From an optimization exercise on the open Yosys and OpenROAD flow, aimed at small area; shortcuts taken in it are not production practice.
Only simulation tests tie the RTL to the original design; equivalence was not proved.
The clock port is modelled as an ideal driver, which makes a skipped or thinned clock tree look cheaper than it is; a real chip needs a root buffer or a tree.
Power and IR drop assume default switching activity.

## counter_peripheral
module counter_peripheral (
    input  logic        clk,
    input  logic        rst_n,
    input  logic        awvalid,
    output logic        awready,
    input  logic [31:0] awaddr,
    input  logic        wvalid,
    output logic        wready,
    input  logic [31:0] wdata,
    input  logic [3:0]  wstrb,
    output logic        bvalid,
    input  logic        bready,
    output logic [1:0]  bresp,
    input  logic        arvalid,
    output logic        arready,
    input  logic [31:0] araddr,
    output logic        rvalid,
    input  logic        rready,
    output logic [31:0] rdata,
    output logic [1:0]  rresp
);
    logic [31:1] ctrl_hi;      
    logic        ctrl0;        
    logic        ctrl_v;       
    logic [31:0] init_val;
    logic        init_v;       
    logic [31:0] count;
    logic        count_v;      
    logic        ctrl_prev;    
    logic        wait_st;
    logic        wa_ctrl, wa_init;    
    logic        rerr;
    wire aw_hi0 = (awaddr[31:4] == 28'd0) && (awaddr[1:0] == 2'd0);
    wire aw_c   = aw_hi0 && (awaddr[3:2] == 2'b00);
    wire aw_i   = aw_hi0 && (awaddr[3:2] == 2'b10);
    wire ar_hi0 = (araddr[31:4] == 28'd0) && (araddr[1:0] == 2'd0);
    wire ar_c   = ar_hi0 && (araddr[3:2] == 2'b00);
    wire ar_n   = ar_hi0 && (araddr[3:2] == 2'b01);
    wire ar_i   = ar_hi0 && (araddr[3:2] == 2'b10);
    wire idle    = !bvalid && !wait_st;
    wire aw_hs   = idle && awvalid && awready;
  ...
Size: about 440 cells after synthesis, about 150 I/O pins, about 0.0053 mm² of cells after synthesis.
Settings: LEC_CHECK=0, CAP_MARGIN=20, CORE_MARGIN=2, CORE_UTILIZATION=75, SLEW_MARGIN=20; clock period 4.0 ns.
standard.sh (not shown) runs the stock make flow with config.mk's settings and CLKGATE_MAP_FILE= SYNTH_SCRIPT=/design/flow/synth_recipe.tcl, a recipe that flattens the netlist after the stock synthesis.
==> flow/flow/run.sh <==
#!/bin/bash
# The standard layout with changes that only affect area:
#  - after the standard synthesis, its combinational cells are re-mapped by ABC
#    with an area-oriented script (registers are left exactly as synthesized);
#  - ports are buffered with the smallest buffer, buf_1;
#  - the clock tree is a small balanced two-level tree (flow/manual_cts.tcl):
#    clock port -> one root buffer -> a few leaf buffers -> the flip-flops.
set -euo pipefail
HERE=$(pwd)
RES=$HERE/orfs/results/$FLOW_PLATFORM/counter_peripheral/base
export BUFFER_PORTS_ARGS="-buffer_cell sky130_fd_sc_hd__buf_1"
export PRE_CTS_TCL=$HERE/flow/pre_cts.tcl
export MCTS_DIR=$HERE/flow
export MCTS_CLOCK_PORT=clk
export MCTS_LEAF=sky130_fd_sc_hd__buf_12
export MCTS_ROOT=sky130_fd_sc_hd__buf_8
export MCTS_MAX_SINKS=24

bash standard.sh synth > standard_synth.log 2>&1

# Re-map the logic of the standard netlist.
cp $RES/1_2_yosys.v $HERE/standard_netlist.v
printf 'set_driving_cell sky130_fd_sc_hd__buf_1\nset_load 5\n' > $HERE/abc.constr
YOSYS=$FLOW_HOME/../tools/install/yosys/bin/yosys
[[ -x $YOSYS ]] || YOSYS=yosys
LIB=$FLOW_HOME/platforms/$FLOW_PLATFORM/lib/sky130_fd_sc_hd__tt_025C_1v80.lib \
NETLIST_IN=$HERE/standard_netlist.v NETLIST_OUT=$HERE/remapped_netlist.v \
ABC_SCRIPT=$HERE/flow/area.abc ABC_CONSTR=$HERE/abc.constr \
  $YOSYS -c $HERE/flow/remap.ys > remap_yosys.log 2>&1
cp $HERE/remapped_netlist.v $RES/1_2_yosys.v
rm -f $RES/1_synth.odb $RES/1_synth.sdc

bash standard.sh > standard_flow.log 2>&1
==> flow/flow/area.abc <==
strash
ifraig
scorr
dc2
strash
&get -n
&dch -f
&nf -R 1000
&put
stime -c
Other scripts of this flow, unchanged in this note and not shown: flow/flow/manual_cts.tcl, flow/flow/pre_cts.tcl, flow/flow/remap.ys
The starting point produced a clean layout.
Next try:
CORE_UTILIZATION = 85   (was 75)
=> The changed run failed in global placement (3_3_place_gp). Area after synthesis is unchanged. Synthesized cell count does not change.
Next try:
==> flow/flow/area.abc (replaced) <==
strash
ifraig
scorr
dc2
strash
&get -n
&dc2
&dch -f
&nf -R 1000
&put
stime -c
CORE_UTILIZATION = 70   (was 85)
=> This time the run passed the timing, design-rule and antenna checks; synthesized cell count grows by 0.69%; synthesized area shrinks by 0.97%.
Next try:
==> flow/flow/area.abc (replaced) <==
strash
ifraig
scorr
dc2
strash
&get -n
&dch -f
&nf -R 1000
&put
stime -c
CAP_MARGIN = 0   (was 20)
CORE_UTILIZATION = 60   (was 70)
SLEW_MARGIN = 0   (was 20)
Result:
- The changed run ran to the end with no violations
- synthesized cell count came out lower slightly
- worst setup slack gains 0.078 ns
- power came out higher slightly
- design area came out higher slightly
- wire length came out higher by a few percent
- die area came out higher by about a fifth
- via count stays flat
In the first, third and fourth runs of this note the design's own scripts or RTL, not TritonCTS, make the clock network.

* * *

== oak ==
The RTL this note starts from:
==> flow/design.v <==
module counter_peripheral (
    input  logic        clk,
    input  logic        rst_n,
    input  logic        awvalid,
    output logic        awready,
    input  logic [31:0] awaddr,
    input  logic        wvalid,
    output logic        wready,
    input  logic [31:0] wdata,
    input  logic [3:0]  wstrb,
    output logic        bvalid,
    input  logic        bready,
    output logic [1:0]  bresp,
    input  logic        arvalid,
    output logic        arready,
    input  logic [31:0] araddr,
    output logic        rvalid,
    input  logic        rready,
    output logic [31:0] rdata,
    output logic [1:0]  rresp
);
    logic [31:1] ctrl_hi;      
    logic        ctrl0;        
    logic        ctrl_v;       
    logic [31:0] init_val;
    logic        init_v;       
    logic [31:0] count;
    logic        count_v;      
    logic        ctrl_prev;    
    logic        wait_st;
    logic        wa_ctrl, wa_init;    
    logic        rerr;
    wire aw_hi0 = (awaddr[31:4] == 28'd0) && (awaddr[1:0] == 2'd0);
    wire aw_c   = aw_hi0 && (awaddr[3:2] == 2'b00);
    wire aw_i   = aw_hi0 && (awaddr[3:2] == 2'b10);
    wire ar_hi0 = (araddr[31:4] == 28'd0) && (araddr[1:0] == 2'd0);
    wire ar_c   = ar_hi0 && (araddr[3:2] == 2'b00);
    wire ar_n   = ar_hi0 && (araddr[3:2] == 2'b01);
    wire ar_i   = ar_hi0 && (araddr[3:2] == 2'b10);
    wire idle    = !bvalid && !wait_st;
    wire aw_hs   = idle && awvalid && awready;
    wire w_hs    = idle && wvalid && wready;
    wire wr_aw   = wait_st && !awready && awvalid;    
    wire wr_w    = wait_st && !wready && wvalid;      
    wire wr_now  = (aw_hs && w_hs) || wr_aw;          
    wire we_ctrl = (wr_now && aw_c) || (wr_w && wa_ctrl);
    wire we_init = (wr_now && aw_i) || (wr_w && wa_init);
    wire aw_take = aw_hs || wr_aw;
    assign bresp = 2'b00;
    assign rresp = {rerr, 1'b0};
    always_ff @(posedge clk or negedge rst_n) begin
        if (!rst_n) begin
            awready <= 1'b0;
            wready  <= 1'b0;
            bvalid  <= 1'b0;
            wait_st <= 1'b0;
            wa_ctrl <= 1'b1;
            wa_init <= 1'b0;
        end else begin
            if (aw_take) begin
                wa_ctrl <= aw_c;
                wa_init <= aw_i;
            end
            if (bvalid) begin
                if (bready) bvalid <= 1'b0;
            end else if (!wait_st) begin
                if (aw_hs) begin
                    awready <= 1'b0;
                    if (w_hs) begin
                        wready <= 1'b0;
                        bvalid <= 1'b1;
                    end else begin
                        wready  <= 1'b1;
                        wait_st <= 1'b1;
                    end
                end else if (w_hs) begin
                    awready <= 1'b1;
                    wready  <= 1'b0;
                    wait_st <= 1'b1;
                end else begin
                    awready <= 1'b1;
                    wready  <= 1'b1;
                end
            end else if (wr_w) begin
                wready  <= 1'b0;
                bvalid  <= 1'b1;
                wait_st <= 1'b0;
            end else if (wr_aw) begin
                awready <= 1'b0;
                bvalid  <= 1'b1;
                wait_st <= 1'b0;
            end
        end
    end
    wire load = ctrl0 && !ctrl_prev;    
    wire inc  = ctrl0 && ctrl_prev;     
    always_ff @(posedge clk or negedge rst_n) begin
        if (!rst_n) begin
            ctrl0     <= 1'b0;
            ctrl_v    <= 1'b0;
            init_v    <= 1'b0;
            count_v   <= 1'b0;
            ctrl_prev <= 1'b0;
        end else begin
            ctrl_prev <= ctrl0;
            if (we_ctrl) begin
                ctrl0  <= wdata[0];
                ctrl_v <= 1'b1;
            end
            if (we_init) init_v <= 1'b1;
            if (load) count_v <= 1'b1;
        end
    end
    logic [31:0] ones;                              
    assign ones[0] = 1'b1;
    for (genvar i = 1; i < 32; i++) begin : g_ones
        assign ones[i] = ones[i-1] & count[i-1];
    end
    wire [31:0] cnt_inc = count ^ ({32{inc}} & ones);    
    always_ff @(posedge clk) begin
        ctrl_hi  <= ({31{we_ctrl}} & wdata[31:1]) | ({31{!we_ctrl}} & ctrl_hi);
        init_val <= ({32{we_init}} & wdata) | ({32{!we_init}} & init_val);
        count    <= ({32{load && init_v}} & init_val) | ({32{!load}} & cnt_inc);
    end
    always_ff @(posedge clk or negedge rst_n) begin
        if (!rst_n) begin
            arready <= 1'b0;
            rvalid  <= 1'b0;
        end else if (rvalid) begin
            if (rready) rvalid <= 1'b0;
        end else begin
            arready <= 1'b1;
            if (arvalid && arready) begin
                arready <= 1'b0;
                rvalid  <= 1'b1;
            end
        end
    end
    always_ff @(posedge clk) begin
        rerr  <= (rvalid && rerr) || (!rvalid && !(ar_c || ar_n || ar_i));
        rdata <= ({32{rvalid}} & rdata)
               | ({32{!rvalid && ar_c}} & {ctrl_v ? ctrl_hi : 31'd0, ctrl0})
               | ({32{!rvalid && ar_n && count_v}} & count)
               | ({32{!rvalid && ar_i && init_v}} & init_val);
    end
endmodule
Settings: LEC_CHECK=0, CAP_MARGIN=20, CORE_MARGIN=2, CORE_UTILIZATION=75, PLACE_DENSITY=0.92, SLEW_MARGIN=20; clock period 4.0 ns.
==> flow/flow/area.abc <==
strash
ifraig
scorr
dc2
strash
&get -n
&dc2
&dch -f
&nf -R 1000
&put
stime -c
==> flow/flow/pre_cts.tcl <==
# Sourced by ORFS's CTS step before clock_tree_synthesis: replace TritonCTS
# by the small balanced tree of manual_cts.tcl. The rest of the CTS step
# (legalisation, timing repair) runs as usual.
source [file join $::env(MCTS_DIR) manual_cts.tcl]
rename clock_tree_synthesis __tritoncts_unused
proc clock_tree_synthesis { args } {
  manual_cts_build $::env(MCTS_LEAF) $::env(MCTS_ROOT) $::env(MCTS_MAX_SINKS)
  set_propagated_clock [all_clocks]
}
Scripts as last shown in full above: flow/flow/run.sh
Other scripts of this flow, unchanged in this note and not shown: flow/flow/manual_cts.tcl, flow/flow/remap.ys
oak has completed all stages; timing, DRC and antenna checks passed.
--- input diff oak..pine ---
-- flow/flow/run.sh --
<<< oak, line 16
export MCTS_ROOT=sky130_fd_sc_hd__buf_8
export MCTS_MAX_SINKS=24

>>> pine, line 16
export MCTS_ROOT=sky130_fd_sc_hd__buf_8
export MCTS_MAX_SINKS=29

-- flow/flow/area.abc --
<<< oak, line 6
&get -n
&dc2
&dch -f
>>> pine, line 6
&get -n
&dch -f
-- flow/config.mk --
<<< oak, line 9
export CORE_MARGIN = 2
export CORE_UTILIZATION = 75
export PLACE_DENSITY = 0.92
export SLEW_MARGIN = 20
>>> pine, line 9
export CORE_MARGIN = 2
export CORE_UTILIZATION = 60
export SLEW_MARGIN = 20
pine went all the way through synthesis, placement and routing and the layout is clean on timing, DRC and antenna.
Against oak, pine comes in 9.3% lower on total half-perimeter wirelength after legalization and detailed placement.
Delta(power share of the clock group, pine - oak) < 0
The cell area reported for pine is greater than that of oak by about 1.2%.
Summary: overall power of the completed layout, pine better than oak
Compared to oak, pine reaches a higher achievable clock.
Lower logic gate share of total power was reported by oak, not pine.
Minimum setup slack after placement in pine is 0.40 ns above oak.
pine against oak: portion of the clock cycle consumed by the worst path in the final layout down 3.9 points, worst clock skew flat, routed wire length down 11%, largest fanout on the critical path up 1.
Setup changes, pine to birch
-- flow/flow/run.sh --
<<< pine, line 16
export MCTS_ROOT=sky130_fd_sc_hd__buf_8
export MCTS_MAX_SINKS=29

>>> birch, line 16
export MCTS_ROOT=sky130_fd_sc_hd__buf_8
export MCTS_MAX_SINKS=24

-- flow/flow/area.abc --
<<< pine, line 6
&get -n
&dch -f
>>> birch, line 6
&get -n
&dc2
&dch -f
-- flow/config.mk --
<<< pine, line 9
export CORE_MARGIN = 2
export CORE_UTILIZATION = 60
export SLEW_MARGIN = 20
>>> birch, line 9
export CORE_MARGIN = 2
export CORE_UTILIZATION = 75
export GPL_ROUTABILITY_DRIVEN = 0
export SLEW_MARGIN = 20
==> summary.txt <==
- Via count grows by a few percent when moving from pine to birch.
- Cmp pine and birch / aggregate routed wire length / higher: birch
- Relative to pine, area growth from synthesis to layout has decreased by 0.88 points in birch.
- Side by side, total power turned out higher in birch than in pine.
- Comparing count of mapped cells out of synthesis for pine and birch, the bigger number came from birch.
- Headroom to the max-slew limit: birch vs pine down 7.9 points
No run of this note takes its clock network from TritonCTS; it comes from the design's own scripts or RTL.

port drivers added, routing unchanged:
No port has a modelled driver above. Below, the same layouts with a new extraction and two added sets of constraints.
Step 1: set_driving_cell puts a clkbuf_16 on clk and a buf_2 on each other input, an assumption about the parent block.
Step 2 adds t to the input delays and takes it off the output delays; t is the mean of the earliest and latest rising clock arrival at the registers after step 1. Input paths then give back, and output paths get back, about the clock's delay inside the block.
a / b / c = ideal / step 1 / step 2; a / b = the first two.
run | t (ns) | setup slack, ns | slew at the worst register clock pin (ns)
the first run of note 1 | 0.373 | 0.361 / 0.361 / 0.361 | 0.09 / 0.09
the third run of note 1 | 0.364 | 0.309 / 0.309 / 0.309 | 0.09 / 0.09
the fourth run of note 1 | 0.367 | 0.386 / 0.386 / 0.386 | 0.10 / 0.10
oak | 0.371 | 0.198 / 0.198 / 0.198 | 0.10 / 0.10
pine | 0.364 | 0.352 / 0.352 / 0.352 | 0.11 / 0.11
birch | 0.359 | 0.244 / 0.244 / 0.244 | 0.09 / 0.09
After both steps setup and hold are still met in every run listed.
